Source: an optimization exercise on an open RTL-to-GDS flow (aim: small area, a short achievable clock period and few clock cycles per item). Production flows keep margins and buffers that such runs may drop.
Function was not checked in any run shown here: the RTL went through the layout flow alone.

## flow/design.v (module list and top-level ports; edited modules follow where they fit)
// module requant: 3411 lines
// module requant_top: 54 lines
module requant_top (
    input  wire        clk,
    input  wire        rst,
    input  wire [31:0] in_A_tdata,
    input  wire        in_A_tlast,
    input  wire        in_A_tvalid,
    output wire        in_A_tready,
    input  wire [31:0] in_bias_tdata,
    input  wire        in_bias_tlast,
    input  wire        in_bias_tvalid,
    output wire        in_bias_tready,
    input  wire [31:0] in_m_tdata,
    input  wire        in_m_tlast,
    input  wire        in_m_tvalid,
    output wire        in_m_tready,
    input  wire [7:0]  in_e_tdata,
    input  wire        in_e_tlast,
    input  wire        in_e_tvalid,
    output wire        in_e_tready,
    output wire [7:0]  out_D_tdata,
    output wire        out_D_tlast,
    output wire        out_D_tvalid,
    input  wire        out_D_tready
);
  // ...
==> flow/run.sh <==
#!/bin/bash
# synth_recipe.tcl (not shown) runs the flow's synth.tcl, then flattens the netlist and writes it again
# the make line also repeats each setting of config.mk as NAME=value (left out here)
make -C /OpenROAD-flow-scripts/flow DESIGN_CONFIG=/design/flow/config.mk WORK_HOME=/design/flow/orfs CLKGATE_MAP_FILE= SYNTH_SCRIPT=/design/flow/synth_recipe.tcl finish
==> flow/config.mk <==
export PLATFORM = sky130hd
export DESIGN_NAME = requant_top
export DESIGN_NICKNAME = requant_top
export VERILOG_FILES = /design/flow/design.v
export SDC_FILE = /design/flow/constraint.sdc
export NUM_CORES = 4
export LEC_CHECK = 0
export CAP_MARGIN = 20
export CORE_MARGIN = 2
export CORE_UTILIZATION = 40
export SLEW_MARGIN = 20
==> flow/constraint.sdc <==
create_clock -name core_clock -period 9.0 [get_ports {clk}]
set_input_delay 1.8000 -clock core_clock [delete_from_list [all_inputs] [get_ports {clk}]]
set_output_delay 1.8000 -clock core_clock [all_outputs]
set_load 0.01 [all_outputs]
==> results list, run 1 <==
* Largest registers: requant_QKV.S2: 63 flops, requant_QKV.C2: 62 flops, requant_QKV.mem: 36 flops
- Ordered list of cells on the worst path: buf_4 -> and2_1 -> a21oi_1 -> nor2_1 -> ha_1 -> ha_1 -> a21boi_1 -> and3_4 -> nand2_2 -> xor2_1 -> or4_1 -> nor4_2 -> o2111ai_1 -> o31a_1 -> mux2_4 -> mux2_2
- Counting the fill cells in the layout gives 10300.
- Non-clock buffering takes up between 4 and 5% of total cell area after layout.
* Depth of the critical timing path with buffers and inverters included: 16
- Together, buffers and inverters on the worst path number 1.
* Nets@finish: roughly 5200
* Mean instance size in the synthesized netlist: ~9.5 sq um
* Required @ worst endpoint: 9380 ps
- Hold crit path type: register to register
- Max transition margin: between 20% and 30%
* Status: timing/DRC/antenna clean
- Met3 Usage GRT: between 5 and 6%
- For this run the aggregate overflow at the end of global routing stands at 0.
- Total Neg Setup Slack: 0 ps
- In this run the worst setup path begins at requant_QKV.sh3[6].
- Synth Area in Compound Gates: 20.0%
- Multi-input logic portion of the cell area: between 60% and 70%
- For this run, the number of Yosys warnings is 1.
- The synthesized netlist devotes between 20% and 30% of its cell area to adder and majority cells.
* Portion of the clock cycle consumed by the worst path in the final layout: a little under three fifths
- Number of clock buffers inserted by TritonCTS: between 50 and 60
- At the end of the flow the core is filled with cells to a little over two fifths.
* DRC errors left: 0
- Number of enable-type register cells in the synthesized netlist: ~150
- Worst flop-to-flop path startpoint: requant_QKV.sh3[6]
- The routed design uses about 70000 um of met2 wire.
* Cells resized by post-CTS repair: 0
==> inputs of run 2 (changes only) <==
--- a/flow/design.v
+++ b/flow/design.v
@@ -3109,80 +3109,80 @@
 always @(posedge clk) begin
     S2 <= rs; C2 <= rc;
     sh2 <= sh1; nr2 <= nr1; l2 <= l1;
 end
 wire [63:0] mul = S2 + C2;
 wire        sgn = mul[63];
 wire [64:0] t6 = {mul, 1'b0};
 wire [63:0] t5;
-assign t5[0] = sh2[5] ? t6[32] : t6[0];
-assign t5[1] = sh2[5] ? t6[33] : t6[1];
-assign t5[2] = sh2[5] ? t6[34] : t6[2];
-assign t5[3] = sh2[5] ? t6[35] : t6[3];
-assign t5[4] = sh2[5] ? t6[36] : t6[4];
-assign t5[5] = sh2[5] ? t6[37] : t6[5];
-assign t5[6] = sh2[5] ? t6[38] : t6[6];
-assign t5[7] = sh2[5] ? t6[39] : t6[7];
-assign t5[8] = sh2[5] ? t6[40] : t6[8];
-assign t5[9] = sh2[5] ? t6[41] : t6[9];
-assign t5[10] = sh2[5] ? t6[42] : t6[10];
-assign t5[11] = sh2[5] ? t6[43] : t6[11];
-assign t5[12] = sh2[5] ? t6[44] : t6[12];
-assign t5[13] = sh2[5] ? t6[45] : t6[13];
-assign t5[14] = sh2[5] ? t6[46] : t6[14];
-assign t5[15] = sh2[5] ? t6[47] : t6[15];
-assign t5[16] = sh2[5] ? t6[48] : t6[16];
-assign t5[17] = sh2[5] ? t6[49] : t6[17];
-assign t5[18] = sh2[5] ? t6[50] : t6[18];
-assign t5[19] = sh2[5] ? t6[51] : t6[19];
-assign t5[20] = sh2[5] ? t6[52] : t6[20];
-assign t5[21] = sh2[5] ? t6[53] : t6[21];
-assign t5[22] = sh2[5] ? t6[54] : t6[22];
-assign t5[23] = sh2[5] ? t6[55] : t6[23];
-assign t5[24] = sh2[5] ? t6[56] : t6[24];
-assign t5[25] = sh2[5] ? t6[57] : t6[25];
-assign t5[26] = sh2[5] ? t6[58] : t6[26];
-assign t5[27] = sh2[5] ? t6[59] : t6[27];
-assign t5[28] = sh2[5] ? t6[60] : t6[28];
-assign t5[29] = sh2[5] ? t6[61] : t6[29];
-assign t5[30] = sh2[5] ? t6[62] : t6[30];
-assign t5[31] = sh2[5] ? t6[63] : t6[31];
-assign t5[32] = sh2[5] ? t6[64] : t6[32];
-assign t5[33] = sh2[5] ? sgn : t6[33];
-assign t5[34] = sh2[5] ? sgn : t6[34];
-assign t5[35] = sh2[5] ? sgn : t6[35];
-assign t5[36] = sh2[5] ? sgn : t6[36];
-assign t5[37] = sh2[5] ? sgn : t6[37];
-assign t5[38] = sh2[5] ? sgn : t6[38];
-assign t5[39] = sh2[5] ? sgn : t6[39];
-assign t5[40] = sh2[5] ? sgn : t6[40];
-assign t5[41] = sh2[5] ? sgn : t6[41];
-assign t5[42] = sh2[5] ? sgn : t6[42];
-assign t5[43] = sh2[5] ? sgn : t6[43];
-assign t5[44] = sh2[5] ? sgn : t6[44];
-assign t5[45] = sh2[5] ? sgn : t6[45];
-assign t5[46] = sh2[5] ? sgn : t6[46];
-assign t5[47] = sh2[5] ? sgn : t6[47];
-assign t5[48] = sh2[5] ? sgn : t6[48];
-assign t5[49] = sh2[5] ? sgn : t6[49];
-assign t5[50] = sh2[5] ? sgn : t6[50];
-assign t5[51] = sh2[5] ? sgn : t6[51];
-assign t5[52] = sh2[5] ? sgn : t6[52];
-assign t5[53] = sh2[5] ? sgn : t6[53];
-assign t5[54] = sh2[5] ? sgn : t6[54];
-assign t5[55] = sh2[5] ? sgn : t6[55];
-assign t5[56] = sh2[5] ? sgn : t6[56];
-assign t5[57] = sh2[5] ? sgn : t6[57];
-assign t5[58] = sh2[5] ? sgn : t6[58];
-assign t5[59] = sh2[5] ? sgn : t6[59];
-assign t5[60] = sh2[5] ? sgn : t6[60];
-assign t5[61] = sh2[5] ? sgn : t6[61];
-assign t5[62] = sh2[5] ? sgn : t6[62];
-assign t5[63] = sh2[5] ? sgn : t6[63];
+assign t5[0] = sh2[6] ? sgn : sh2[5] ? t6[32] : t6[0];
+assign t5[1] = sh2[6] ? sgn : sh2[5] ? t6[33] : t6[1];
+assign t5[2] = sh2[6] ? sgn : sh2[5] ? t6[34] : t6[2];
+assign t5[3] = sh2[6] ? sgn : sh2[5] ? t6[35] : t6[3];
+assign t5[4] = sh2[6] ? sgn : sh2[5] ? t6[36] : t6[4];
+assign t5[5] = sh2[6] ? sgn : sh2[5] ? t6[37] : t6[5];
+assign t5[6] = sh2[6] ? sgn : sh2[5] ? t6[38] : t6[6];
+assign t5[7] = sh2[6] ? sgn : sh2[5] ? t6[39] : t6[7];
+assign t5[8] = sh2[6] ? sgn : sh2[5] ? t6[40] : t6[8];
+assign t5[9] = sh2[6] ? sgn : sh2[5] ? t6[41] : t6[9];
+assign t5[10] = sh2[6] ? sgn : sh2[5] ? t6[42] : t6[10];
+assign t5[11] = sh2[6] ? sgn : sh2[5] ? t6[43] : t6[11];
+assign t5[12] = sh2[6] ? sgn : sh2[5] ? t6[44] : t6[12];
+assign t5[13] = sh2[6] ? sgn : sh2[5] ? t6[45] : t6[13];
+assign t5[14] = sh2[6] ? sgn : sh2[5] ? t6[46] : t6[14];
+assign t5[15] = sh2[6] ? sgn : sh2[5] ? t6[47] : t6[15];
+assign t5[16] = sh2[6] ? sgn : sh2[5] ? t6[48] : t6[16];
+assign t5[17] = sh2[6] ? sgn : sh2[5] ? t6[49] : t6[17];
+assign t5[18] = sh2[6] ? sgn : sh2[5] ? t6[50] : t6[18];
+assign t5[19] = sh2[6] ? sgn : sh2[5] ? t6[51] : t6[19];
+assign t5[20] = sh2[6] ? sgn : sh2[5] ? t6[52] : t6[20];
+assign t5[21] = sh2[6] ? sgn : sh2[5] ? t6[53] : t6[21];
+assign t5[22] = sh2[6] ? sgn : sh2[5] ? t6[54] : t6[22];
+assign t5[23] = sh2[6] ? sgn : sh2[5] ? t6[55] : t6[23];
+assign t5[24] = sh2[6] ? sgn : sh2[5] ? t6[56] : t6[24];
+assign t5[25] = sh2[6] ? sgn : sh2[5] ? t6[57] : t6[25];
+assign t5[26] = sh2[6] ? sgn : sh2[5] ? t6[58] : t6[26];
+assign t5[27] = sh2[6] ? sgn : sh2[5] ? t6[59] : t6[27];
+assign t5[28] = sh2[6] ? sgn : sh2[5] ? t6[60] : t6[28];
+assign t5[29] = sh2[6] ? sgn : sh2[5] ? t6[61] : t6[29];
+assign t5[30] = sh2[6] ? sgn : sh2[5] ? t6[62] : t6[30];
+assign t5[31] = sh2[6] ? sgn : sh2[5] ? t6[63] : t6[31];
+assign t5[32] = sh2[6] ? sgn : sh2[5] ? t6[64] : t6[32];
+assign t5[33] = sh2[6] ? sgn : sh2[5] ? sgn : t6[33];
+assign t5[34] = sh2[6] ? sgn : sh2[5] ? sgn : t6[34];
+assign t5[35] = sh2[6] ? sgn : sh2[5] ? sgn : t6[35];
+assign t5[36] = sh2[6] ? sgn : sh2[5] ? sgn : t6[36];
+assign t5[37] = sh2[6] ? sgn : sh2[5] ? sgn : t6[37];
+assign t5[38] = sh2[6] ? sgn : sh2[5] ? sgn : t6[38];
+assign t5[39] = sh2[6] ? sgn : sh2[5] ? sgn : t6[39];
+assign t5[40] = sh2[6] ? sgn : sh2[5] ? sgn : t6[40];
+assign t5[41] = sh2[6] ? sgn : sh2[5] ? sgn : t6[41];
+assign t5[42] = sh2[6] ? sgn : sh2[5] ? sgn : t6[42];
+assign t5[43] = sh2[6] ? sgn : sh2[5] ? sgn : t6[43];
+assign t5[44] = sh2[6] ? sgn : sh2[5] ? sgn : t6[44];
+assign t5[45] = sh2[6] ? sgn : sh2[5] ? sgn : t6[45];
+assign t5[46] = sh2[6] ? sgn : sh2[5] ? sgn : t6[46];
+assign t5[47] = sh2[6] ? sgn : sh2[5] ? sgn : t6[47];
+assign t5[48] = sh2[6] ? sgn : sh2[5] ? sgn : t6[48];
+assign t5[49] = sh2[6] ? sgn : sh2[5] ? sgn : t6[49];
+assign t5[50] = sh2[6] ? sgn : sh2[5] ? sgn : t6[50];
+assign t5[51] = sh2[6] ? sgn : sh2[5] ? sgn : t6[51];
+assign t5[52] = sh2[6] ? sgn : sh2[5] ? sgn : t6[52];
+assign t5[53] = sh2[6] ? sgn : sh2[5] ? sgn : t6[53];
+assign t5[54] = sh2[6] ? sgn : sh2[5] ? sgn : t6[54];
+assign t5[55] = sh2[6] ? sgn : sh2[5] ? sgn : t6[55];
+assign t5[56] = sh2[6] ? sgn : sh2[5] ? sgn : t6[56];
+assign t5[57] = sh2[6] ? sgn : sh2[5] ? sgn : t6[57];
+assign t5[58] = sh2[6] ? sgn : sh2[5] ? sgn : t6[58];
+assign t5[59] = sh2[6] ? sgn : sh2[5] ? sgn : t6[59];
+assign t5[60] = sh2[6] ? sgn : sh2[5] ? sgn : t6[60];
+assign t5[61] = sh2[6] ? sgn : sh2[5] ? sgn : t6[61];
+assign t5[62] = sh2[6] ? sgn : sh2[5] ? sgn : t6[62];
+assign t5[63] = sh2[6] ? sgn : sh2[5] ? sgn : t6[63];
 wire [47:0] t4;
 assign t4[0] = sh2[4] ? t5[16] : t5[0];
 assign t4[1] = sh2[4] ? t5[17] : t5[1];
 assign t4[2] = sh2[4] ? t5[18] : t5[2];
 assign t4[3] = sh2[4] ? t5[19] : t5[3];
 assign t4[4] = sh2[4] ? t5[20] : t5[4];
 assign t4[5] = sh2[4] ? t5[21] : t5[5];
 assign t4[6] = sh2[4] ? t5[22] : t5[6];
@@ -3375,21 +3375,25 @@
 assign t0[31] = sh2[0] ? t1[32] : t1[31];
 assign t0[32] = sh2[0] ? t1[33] : t1[32];
 reg  [32:0] T3;
 reg  [6:0]  sh3;
 reg         nr3, sg3;
 always @(posedge clk) begin
     T3 <= t0; sh3 <= sh2; nr3 <= nr2; sg3 <= sgn; l3 <= l2;
 end
-wire [31:0] U  = sh3[6] ? {32{sg3}} : T3[32:1];
-wire        rb = (sh3[6] ? sg3 : T3[0]) & ~nr3;
-wire [31:0] res = U + {31'd0, rb};
-wire        inr = (&res[31:7]) | ~(|res[31:7]);
-wire [7:0]  q = inr ? res[7:0] : (res[31] ? 8'h80 : 8'h7f);
+wire [31:0] U  = T3[32:1];
+wire        rb = T3[0] & ~nr3;
+wire        c7 = rb & (&U[6:0]);
+wire        h1 = &U[31:7];
+wire        h0 = ~(|U[31:7]);
+wire        inr = h1 | (h0 & ~c7);
+wire        neg_res = U[31] ^ (c7 & (&U[30:7]));
+wire [7:0]  r8 = U[7:0] + {7'd0, rb};
+wire [7:0]  q = inr ? r8 : (neg_res ? 8'h80 : 8'h7f);
 reg  [8:0] od;
 reg  [8:0] mem [0:3];
 reg  [1:0] rp, wp;
 reg  [2:0] ns;                  
 wire take = ~ov | pop;
 wire from_mem = ns != 0;
 wire wr = p3 & ~(take & ~from_mem);
 always @(posedge clk) begin
==> run 2 against run 1 <==
Against the previous run:
- still clean on timing, DRC and antenna
- first-iteration DRC count rose by 10%
- cell area fell by 2.7%
- register-to-register slack about the same
- via count is 2.0% lower
- sequential cell count fell by 2
- worst hold slack better by 1.2 ps
- clock-buffer cell count is 1 higher
- routed wire length shrank 1.4%
- largest cell class unchanged
- highest routed layer unchanged
==> results list, run 2 <==
- The dominant cell type by area after synthesis is sky130_fd_sc_hd__fa_1 (unchanged).
- Die X: 329 um (was 334 um)
* Worst Max-Slew Pin Slew: 1120 ps (was 1100 ps)
* Final Hold Violating Endpoints: 0 (unchanged)
- The H-tree depth came to 2 (unchanged).
* Yosys warning count: 1 (unchanged)
* Vias in the first global route: 35600 (was 36500)
* Crit path setup slack, layout: 3870 ps (was 3860 ps)
* Layout cell share with drive strength beyond 1: 6.53% (was 7.35%)
- The initial cell density of the core was 40.2% (was 40.5%).
* Count of state elements after synthesis: 432 (was 434)
- The mean instance size in the synthesized netlist is 9.51 sq um (was 9.45 sq um).
* Cell Count, Final, Fillers Out: 5753 (was 5910)
- Netlist area before placement: 42200 sq um (was 43400 sq um)
- Register area: 10200 sq um (was 10300 sq um)
- The top-level I/O count is 129 (unchanged).
- Required @ worst endpoint: 9490 ps (was 9380 ps)
* Num Clock Sinks: 432 (was 434)
* Drt first-iter violations: 4196 (was 3798)
- Post-Route Skew: 54.7 ps (was 50.0 ps)
- Distinct cells, synth: 101 (was 118)
- The cell with the most instances after synthesis is sky130_fd_sc_hd__a22oi_1 (unchanged).
* Post-synthesis net count: 5129 (was 5288)
* Total global-route track usage: 26.6% (was 26.2%)
- The count of nets left with antenna violations after detail routing is 0 (unchanged).
- Most instantiated flip-flop cell in the synthesis netlist: sky130_fd_sc_hd__dfxtp_1 (unchanged)
- Combined area of the multi-input logic cells: 28900 sq um (was 30000 sq um)
- The arrival time reported for the critical path endpoint was 5620 ps (was 5530 ps).
- Area share of the leading cell type in the synthesized netlist: 20.1% (was 19.5%)
- The per-cell routed wire length came to 25.3 um (was 25.0 um).
- Number of hold buffers added after CTS: 0 (unchanged)
* Critical Path Fanout Max: 23 (was 31)
* Routability-driven placement congestion ratio: 1.03 (was 0.962)
- The number of standard-cell rows in the floorplan was 119 (was 120).
* Global-route wire length before repair: 220000 um (was 224000 um)
- Nets@finish: 5013 (was 5156)
- Hold crit path type: register to register (unchanged)
* Commonest non-fill, non-tap cell in the layout: sky130_fd_sc_hd__a22oi_1 (unchanged)
* Most used cells in the layout excluding fill and tap cells: 507 x sky130_fd_sc_hd__a22oi_1, 423 x sky130_fd_sc_hd__fa_1, 418 x sky130_fd_sc_hd__inv_1, 372 x sky130_fd_sc_hd__xor2_1, 250 x sky130_fd_sc_hd__xnor2_1 (was 511 x sky130_fd_sc_hd__a22oi_1, 429 x sky130_fd_sc_hd__inv_1, 423 x sky130_fd_sc_hd__fa_1, 377 x sky130_fd_sc_hd__xor2_1, 264 x sky130_fd_sc_hd__xnor2_1)
- Skew-Pair Late Insertion Delay: 660 ps (was 640 ps)
* Routed wire length: 146000 um (was 148000 um)
- The sum of net half-perimeters after detailed placement came to 100000 um (was 101000 um).
- Post-synth top cells: 507 x sky130_fd_sc_hd__a22oi_1, 423 x sky130_fd_sc_hd__fa_1, 418 x sky130_fd_sc_hd__inv_1, 372 x sky130_fd_sc_hd__xor2_1, 298 x sky130_fd_sc_hd__clkbuf_1 (was 511 x sky130_fd_sc_hd__a22oi_1, 429 x sky130_fd_sc_hd__inv_1, 423 x sky130_fd_sc_hd__fa_1, 377 x sky130_fd_sc_hd__xor2_1, 303 x sky130_fd_sc_hd__clkbuf_1)
- Worst setup path start: requant_QKV.one[0] (was requant_QKV.sh3[6])
* Largest cells by area after synthesis: sky130_fd_sc_hd__fa_1 20%, sky130_fd_sc_hd__dfxtp_1 13%, sky130_fd_sc_hd__edfxtp_1 11% (was sky130_fd_sc_hd__fa_1 19%, sky130_fd_sc_hd__dfxtp_1 13%, sky130_fd_sc_hd__edfxtp_1 11%)
- Portion of the clock cycle consumed by the worst path in the final layout: 57.0% (was 57.1%)
- Timing-limited maximum frequency: 0.195 GHz (was 0.194 GHz)
- The kind of launch point of the worst setup path is a register (unchanged).
* DRC errors left: 0 (unchanged)
- Total Neg Setup Slack: 0 ps (unchanged)
- The clock slew seen by the registers of the worst setup and hold paths came to 60 ps (about the same).
- Global route overflow: 0 (unchanged)
* R2r endpoint: requant_QKV.C2[35] (was requant_QKV.od[6])
- The initial antenna violation count is 3 (was 1).
* End of the critical path: requant_QKV.C2[35] (was requant_QKV.od[6])
- Largest registers: requant_QKV.S2: 63 flops, requant_QKV.C2: 62 flops, requant_QKV.mem: 36 flops (unchanged)
- Via-per-instance ratio: 6.13 (was 6.08)
- RSZ-0062 raised after global routing: no (unchanged)
* Max transition margin: 25.5% (was 26.4%)
* Setup Viol. Count Final: 0 (unchanged)
* Cells after DPL: 5662 (was 5815)
- The post-CTS resize count was 0 (unchanged).
- The via total after detailed routing came to 35200 (was 36000).
* Async set-or-reset flop fraction in the synthesized netlist: 0% (unchanged)
- Final Max Slew Viols: 0 (unchanged)
- Area grow syn2layout: 8.92% (was 8.70%)
- The number of buffer cells added on primary ports came to 128 (unchanged).
- Status: timing/DRC/antenna clean (unchanged)
- The core outline area is 105000 sq um (was 107000 sq um).
- The number of enable flip-flop cells after synthesis was 153 (unchanged).
* Longest Clk Path Bufs: 3 (unchanged)
* Number of clock buffers inserted by TritonCTS: 49 (was 51)
- The reg-to-reg critical path startpoint is requant_QKV.one[0] (was requant_QKV.sh3[6]).
- Flop-to-flop setup slack: 3870 ps (was 3860 ps)
- Seq/Total Area, Yosys: 24.1% (was 23.5%)
- The length of the first detailed-routing pass in iterations was 7 (was 6).
- Critical path endpoint category: register (unchanged)
- Final min period: 5130 ps (was 5140 ps)
- Number of flip-flops in the largest register: 63 (unchanged)
- Die height: 329 um (was 334 um)
* Filler Cells Inserted: 10200 (was 10300)
- Ant diodes: 0 (was 1)
* Synth Instances: 4438 (was 4597)
* Die area: 108000 sq um (was 111000 sq um)
- The cell depth of the worst flop-to-flop path was 11 (was 16).
- Maximum number of pins on one net before global-route repair: 49 (was 66)
- The minimum setup slack after placement is 3890 ps (was 3920 ps).
* Crit Path Category: register to register (unchanged)
- The buffer type at the clock tree root is sky130_fd_sc_hd__clkbuf_16 (unchanged).
- The cell area after placement was 44400 sq um (was 45600 sq um).
- MaxCap Viol Count: 0 (unchanged)
- The largest register by flop count was requant_QKV.S2 (unchanged).
- The final design area excluding fillers is 46000 sq um (was 47200 sq um).
* Postcts setup bufs: 0 (unchanged)
- The clock tree from TritonCTS is built (unchanged).
[run 2: worst min path at each step]
| stage | startpoint | endpoint | slack, ps | cells after the start |
|---|---|---|---|---|
| after detailed placement | requant_QKV.sh1[1] | requant_QKV.sh2[1] | 310 | 0 |
| final | requant_QKV.sh1[2] | requant_QKV.sh2[2] | 320 | 0 |
| after global placement | requant_QKV.sh1[6] | requant_QKV.sh2[6] | 310 | 0 |
| after global routing | requant_QKV.sh1[1] | requant_QKV.sh2[1] | 330 | 0 |
| after CTS | requant_QKV.sh1[2] | requant_QKV.sh2[2] | 320 | 0 |
| after floorplan | requant_QKV.l1 | requant_QKV.l2 | 310 | 0 |
[run 2: cell type report]
cell class	count	share of cell area, %
Timing Repair Buffer	214	4.19
Sequential cell	432	22.2
Tap cell	1391	3.79
Clock inverter	23	0.504
Clock buffer	68	2.90
Multi-Input combinational cell	3202	62.9
Inverter	423	3.45
[run 2: critical path, stage by stage (launching register included)]
cell,delay (ps)
sky130_fd_sc_hd__dfxtp_1,1000
sky130_fd_sc_hd__buf_4,330
sky130_fd_sc_hd__o21ai_0,140
sky130_fd_sc_hd__xnor2_1,400
sky130_fd_sc_hd__inv_1,180
sky130_fd_sc_hd__fa_1,480
sky130_fd_sc_hd__fa_1,580
sky130_fd_sc_hd__fa_1,440
sky130_fd_sc_hd__fa_1,420
sky130_fd_sc_hd__fa_1,510
sky130_fd_sc_hd__inv_1,60
sky130_fd_sc_hd__fa_1,430
[run 2: per-layer routing]
metal  vias to the layer above  part of all wire [%]  GRT usage (%)
met5                         -                 0.021              0
met4                         4                   6.5           14.9
met3                       580                   9.9           5.81
met2                      2159                    45           42.4
met1                     17200                    39           33.4
li1                      15300                     -              -
[run 2: kinds of logic after synthesis]
| group | Yosys count | synth area share, % |
|---|---|---|
| compound gates | 1186 | 20.0 |
| xor+xnor | 622 | 12.9 |
| fa+ha+maj | 576 | 24.6 |
| buf+inv | 804 | 7.40 |
| flops | 432 | 24.1 |
| mux | 78 | 2.32 |
| simple gates | 740 | 8.59 |
[run 2: metrics by stage]
stage / util (%) / hold slack (ps)
finish: 43.8 / 324
global placement: 42.3 / 311
global route: 43.8 / 328
floorplan: - / 310
detailed placement: 42.3 / 312
CTS: 43.8 / 325
==> inputs of run 3 (changes only) <==
--- a/flow/config.mk
+++ b/flow/config.mk
@@ -5,7 +5,9 @@
 export SDC_FILE = /design/flow/constraint.sdc
 export NUM_CORES = 4
 export LEC_CHECK = 0
+export ABC_CLOCK_PERIOD_IN_PS = 4000
 export CAP_MARGIN = 20
 export CORE_MARGIN = 2
 export CORE_UTILIZATION = 40
+export SETUP_SLACK_MARGIN = 5
 export SLEW_MARGIN = 20
==> run 3 against run 2 <==
Against the previous run:
- still clean
- worst hold slack better by 1.5 ps
- sequential share of layout area is 2.4 points lower
- critical endpoint is now requant_QKV.C2[39]
- largest cell class unchanged
- highest routed layer unchanged
==> results list, run 3 <==
* CTS root buf: sky130_fd_sc_hd__clkbuf_16 (unchanged)
* Vias: 37500 (was 35200)
- The leading cell type in the layout, fill and taps excluded is sky130_fd_sc_hd__a22oi_1 (unchanged).
* Drt pass-1 iters: 6 (was 7)
* Critical path data arrival time: 4680 ps (was 5620 ps)
- Worst Max-Slew Pin Slew: 1190 ps (was 1120 ps)
- The minimum setup slack after placement came to 4130 ps (was 3890 ps).
* Required @ worst endpoint: 9580 ps (was 9490 ps)
- Num Clock Sinks: 432 (unchanged)
* Routability-driven placement congestion ratio: 1.03 (about the same)
- The total of max-cap violations is 0 (unchanged).
* Global route overflow: 0 (unchanged)
* Die X: 329 um (unchanged)
- Initial antenna violation count: 7 (was 3)
* Portion of the clock cycle consumed by the worst path in the final layout: 45.6% (was 57.0%)
- The start-to-end type of the worst setup path is register to register (unchanged).
* Post-synthesis net count: 5129 (unchanged)
* Antenna violation net count after detailed routing: 0 (unchanged)
- Total Neg Setup Slack: 0 ps (unchanged)
* Number of I/O port buffers: 128 (unchanged)
- The synthesized instance count was 4438 (unchanged).
* Final Max Slew Viols: 0 (unchanged)
- The H-tree depth was 2 (unchanged).
- The cell count after placement is 5670 (was 5662).
- The final setup violation count was 0 (unchanged).
- The per-cell routed wire length is 27.6 um (was 25.3 um).
* Largest registers: requant_QKV.S2: 63 flops, requant_QKV.C2: 62 flops, requant_QKV.mem: 36 flops (unchanged)
- The flop and latch count out of synthesis was 432 (unchanged).
* Async set-or-reset flop fraction in the synthesized netlist: 0% (unchanged)
* Layout cell share with drive strength beyond 1: 21.3% (was 6.53%)
* Kind of start point of the critical path: register (unchanged)
- Number of clock buffers inserted by TritonCTS: 48 (was 49)
- Longest Clk Path Bufs: 3 (unchanged)
* Distinct cells, synth: 101 (unchanged)
* Clock edge transition at the registers on the reported setup and hold paths: 60 ps (about the same)
- DRC errors left: 0 (unchanged)
- Routed wire length: 165000 um (was 146000 um)
- CTS tree: built (unchanged)
- Placement Rows: 119 (unchanged)
* Post-synth top cells: 507 x sky130_fd_sc_hd__a22oi_1, 423 x sky130_fd_sc_hd__fa_1, 418 x sky130_fd_sc_hd__inv_1, 372 x sky130_fd_sc_hd__xor2_1, 298 x sky130_fd_sc_hd__clkbuf_1 (unchanged)
- Initial Util: 40.2% (unchanged)
- The worst setup slack after layout is 4890 ps (was 3870 ps).
* Die area: 108000 sq um (unchanged)
- The final design area excluding fillers is 52100 sq um (was 46000 sq um).
- Mean instance size in the synthesized netlist: 9.51 sq um (unchanged)
- The number of nets at the end of the flow is 5242 (was 5013).
- Maximum number of pins on one net before global-route repair: 49 (unchanged)
- Most used cells in the layout excluding fill and tap cells: 431 x sky130_fd_sc_hd__a22oi_1, 397 x sky130_fd_sc_hd__inv_1, 363 x sky130_fd_sc_hd__fa_1, 353 x sky130_fd_sc_hd__xor2_1, 232 x sky130_fd_sc_hd__xnor2_1 (was 507 x sky130_fd_sc_hd__a22oi_1, 423 x sky130_fd_sc_hd__fa_1, 418 x sky130_fd_sc_hd__inv_1, 372 x sky130_fd_sc_hd__xor2_1, 250 x sky130_fd_sc_hd__xnor2_1)
* Via-per-instance ratio: 6.27 (was 6.13)
* Largest cells by area after synthesis: sky130_fd_sc_hd__fa_1 20%, sky130_fd_sc_hd__dfxtp_1 13%, sky130_fd_sc_hd__edfxtp_1 11% (unchanged)
- Cell Count, Final, Fillers Out: 5985 (was 5753)
- The worst hold-check path type was register to register (unchanged).
* Area grow syn2layout: 23.4% (was 8.92%)
- The final critical delay including setup and external delays is 4110 ps (was 5130 ps).
- Global-route wire length before repair: 237000 um (was 220000 um)
- The dominant cell type by area after synthesis was sky130_fd_sc_hd__fa_1 (unchanged).
* DP Area: 44400 sq um (about the same)
* DPL Wire Length: 100000 um (about the same)
* Die height: 329 um (unchanged)
* Final Hold Violating Endpoints: 0 (unchanged)
- The overall routing resource usage came to 29.2% (was 26.6%).
- Drt first-iter violations: 4526 (was 4196)
- Yosys warning count: 1 (unchanged)
- Netlist area before placement: 42200 sq um (unchanged)
- The most common flop cell mapped by yosys was sky130_fd_sc_hd__dfxtp_1 (unchanged).
* Most flops, register: requant_QKV.S2 (unchanged)
- Area share of the leading cell type in the synthesized netlist: 20.1% (unchanged)
* Timing-limited maximum frequency: 0.243 GHz (was 0.195 GHz)
- Number of enable-type register cells in the synthesized netlist: 153 (unchanged)
- Status: timing/DRC/antenna clean (unchanged).
- The core outline area is 105000 sq um (unchanged).
- The largest fanout of any net on the critical path is 6 (was 23).
- RSZ-0062 raised after global routing: yes (was no).
- Critical path endpoint category: register (unchanged)
* Ports placed on the boundary: 129 (unchanged)
- Filler Cells Inserted: 9563 (was 10200)
* Vias in the first global route: 37600 (was 35600)
- The relative max-transition margin was 20.8% (was 25.5%).
- The number of flip-flops under the largest register name is 63 (unchanged).
- The cell with the most instances after synthesis was sky130_fd_sc_hd__a22oi_1 (unchanged).
- The worst setup skew after layout is 51.7 ps (was 54.7 ps).
- Skew-Pair Late Insertion Delay: 660 ps (about the same)
* Seq/Total Area, Yosys: 24.1% (unchanged)
## run 3: cell count changes in the layout (fill, tap and decap cells not counted), sizes merged, moves of 4 or more
cell / change
buf: +190
bufbuf: +27
clkbuf: +6
clkinv: +11
diode: +4
inv: -5
## run 3: what timing repair did
action / 4_1_cts / 5_1_grt
pin swaps: 82 / 163
gates cloned: 27 / 10
resized for setup: 419 / 373
hold buffers: 0 / 0
setup buffers: 92 / 93
setup endpoints to repair: 92 / 80
## run 3: final timing paths
| kind | startpoint | end | slack, ps | cells past startpoint |
|---|---|---|---|---|
| worst min register to register | requant_QKV.nr1 | requant_QKV.nr2 | 330 | 0 |
| worst min-delay path | requant_QKV.nr1 | requant_QKV.nr2 | 330 | 0 |
| worst max register to register | requant_QKV.X[31] | requant_QKV.C2[39] | 4890 | 11 |
| worst max-delay path | requant_QKV.X[31] | requant_QKV.C2[39] | 4890 | 11 |
## run 3: area by class of cell
class / count / area (sq um) / area share (%)
Inverter: 423 / 1610 / 3.10
Tap cell: 1391 / 1740 / 3.34
Timing Repair Buffer: 444 / 5390 / 10.3
Multi-Input combinational cell: 3202 / 31300 / 60.2
Clock buffer: 61 / 1330 / 2.56
Antenna cell: 4 / 10.0 / 0.0192
Clock inverter: 28 / 282 / 0.541
Sequential cell: 432 / 10400 / 19.9
## run 3: cells by family (layout without fill, tap and decap cells)
group | after synthesis | after routing | synth area share, %
other | 0 | 4 | 0
adders and majority gates | 576 | 576 | 24.6
buffers and inverters | 804 | 956 | 7.40
muxes | 78 | 78 | 2.32
and+or+nand+nor | 740 | 740 | 8.59
DFF | 432 | 432 | 24.1
xor gates and xnor gates | 622 | 622 | 12.9
AOI/OAI and AO/OA | 1186 | 1186 | 20.0
## run 3: worst max-delay path: stages (launching register included)
cell                      delay [ps]
sky130_fd_sc_hd__dfxtp_4         460
sky130_fd_sc_hd__buf_4           160
sky130_fd_sc_hd__o21ai_2          70
sky130_fd_sc_hd__xnor2_2         160
sky130_fd_sc_hd__fa_1            540
sky130_fd_sc_hd__inv_1            60
sky130_fd_sc_hd__fa_1            530
sky130_fd_sc_hd__fa_2            470
sky130_fd_sc_hd__fa_2            350
sky130_fd_sc_hd__fa_1            510
sky130_fd_sc_hd__inv_1            60
sky130_fd_sc_hd__fa_2            630
## run 3: layer usage
metal,share of wire (%),up-vias,GRT usage (%)
met4,8.1,8,20.0
met5,0.031,-,0.0444
met1,36,18400,34.8
li1,-,15800,-
met3,12,841,8.61
met2,44,2541,45.2
## run 3: stage by stage
step                utilization (%)  hold WS, ps
detailed placement             42.3          314
global placement               42.3          314
CTS                            47.2          329
global route                   49.6          333
floorplan                         -          310
finish                         49.6          326

-- re-timing with driven ports --
How much do the figures lean on ideal ports? The routed layouts below were timed once more, with nothing changed but the port constraints. Step 1 (the two cells are an assumption about what drives the block):
set clk [get_ports {clk}]
set_driving_cell -lib_cell sky130_fd_sc_hd__clkbuf_16 $clk
set_driving_cell -lib_cell sky130_fd_sc_hd__buf_2 [delete_from_list [all_inputs] $clk]
Step 2 adds t to the input delays and takes it off the output delays; t is the mean of the earliest and latest rising clock arrival at the registers after step 1. Input paths then give back, and output paths get back, about the clock's delay inside the block. Three values: no drivers, after step 1, after step 2; two values: the first two.
run	shift t [ns]	setup slack, ns	worst setup path after step 2
run 1	0.690	3.858 / 3.858 / 3.858	register to register
run 2	0.698	3.869 / 3.869 / 3.869	register to register
run 3	0.707	4.892 / 4.892 / 4.712	input to register
After both steps setup and hold are still met in every run listed. For run 3, which loses most, drivers alone change the setup slack by 0.000 ns; drivers and shift together by -0.180 ns.
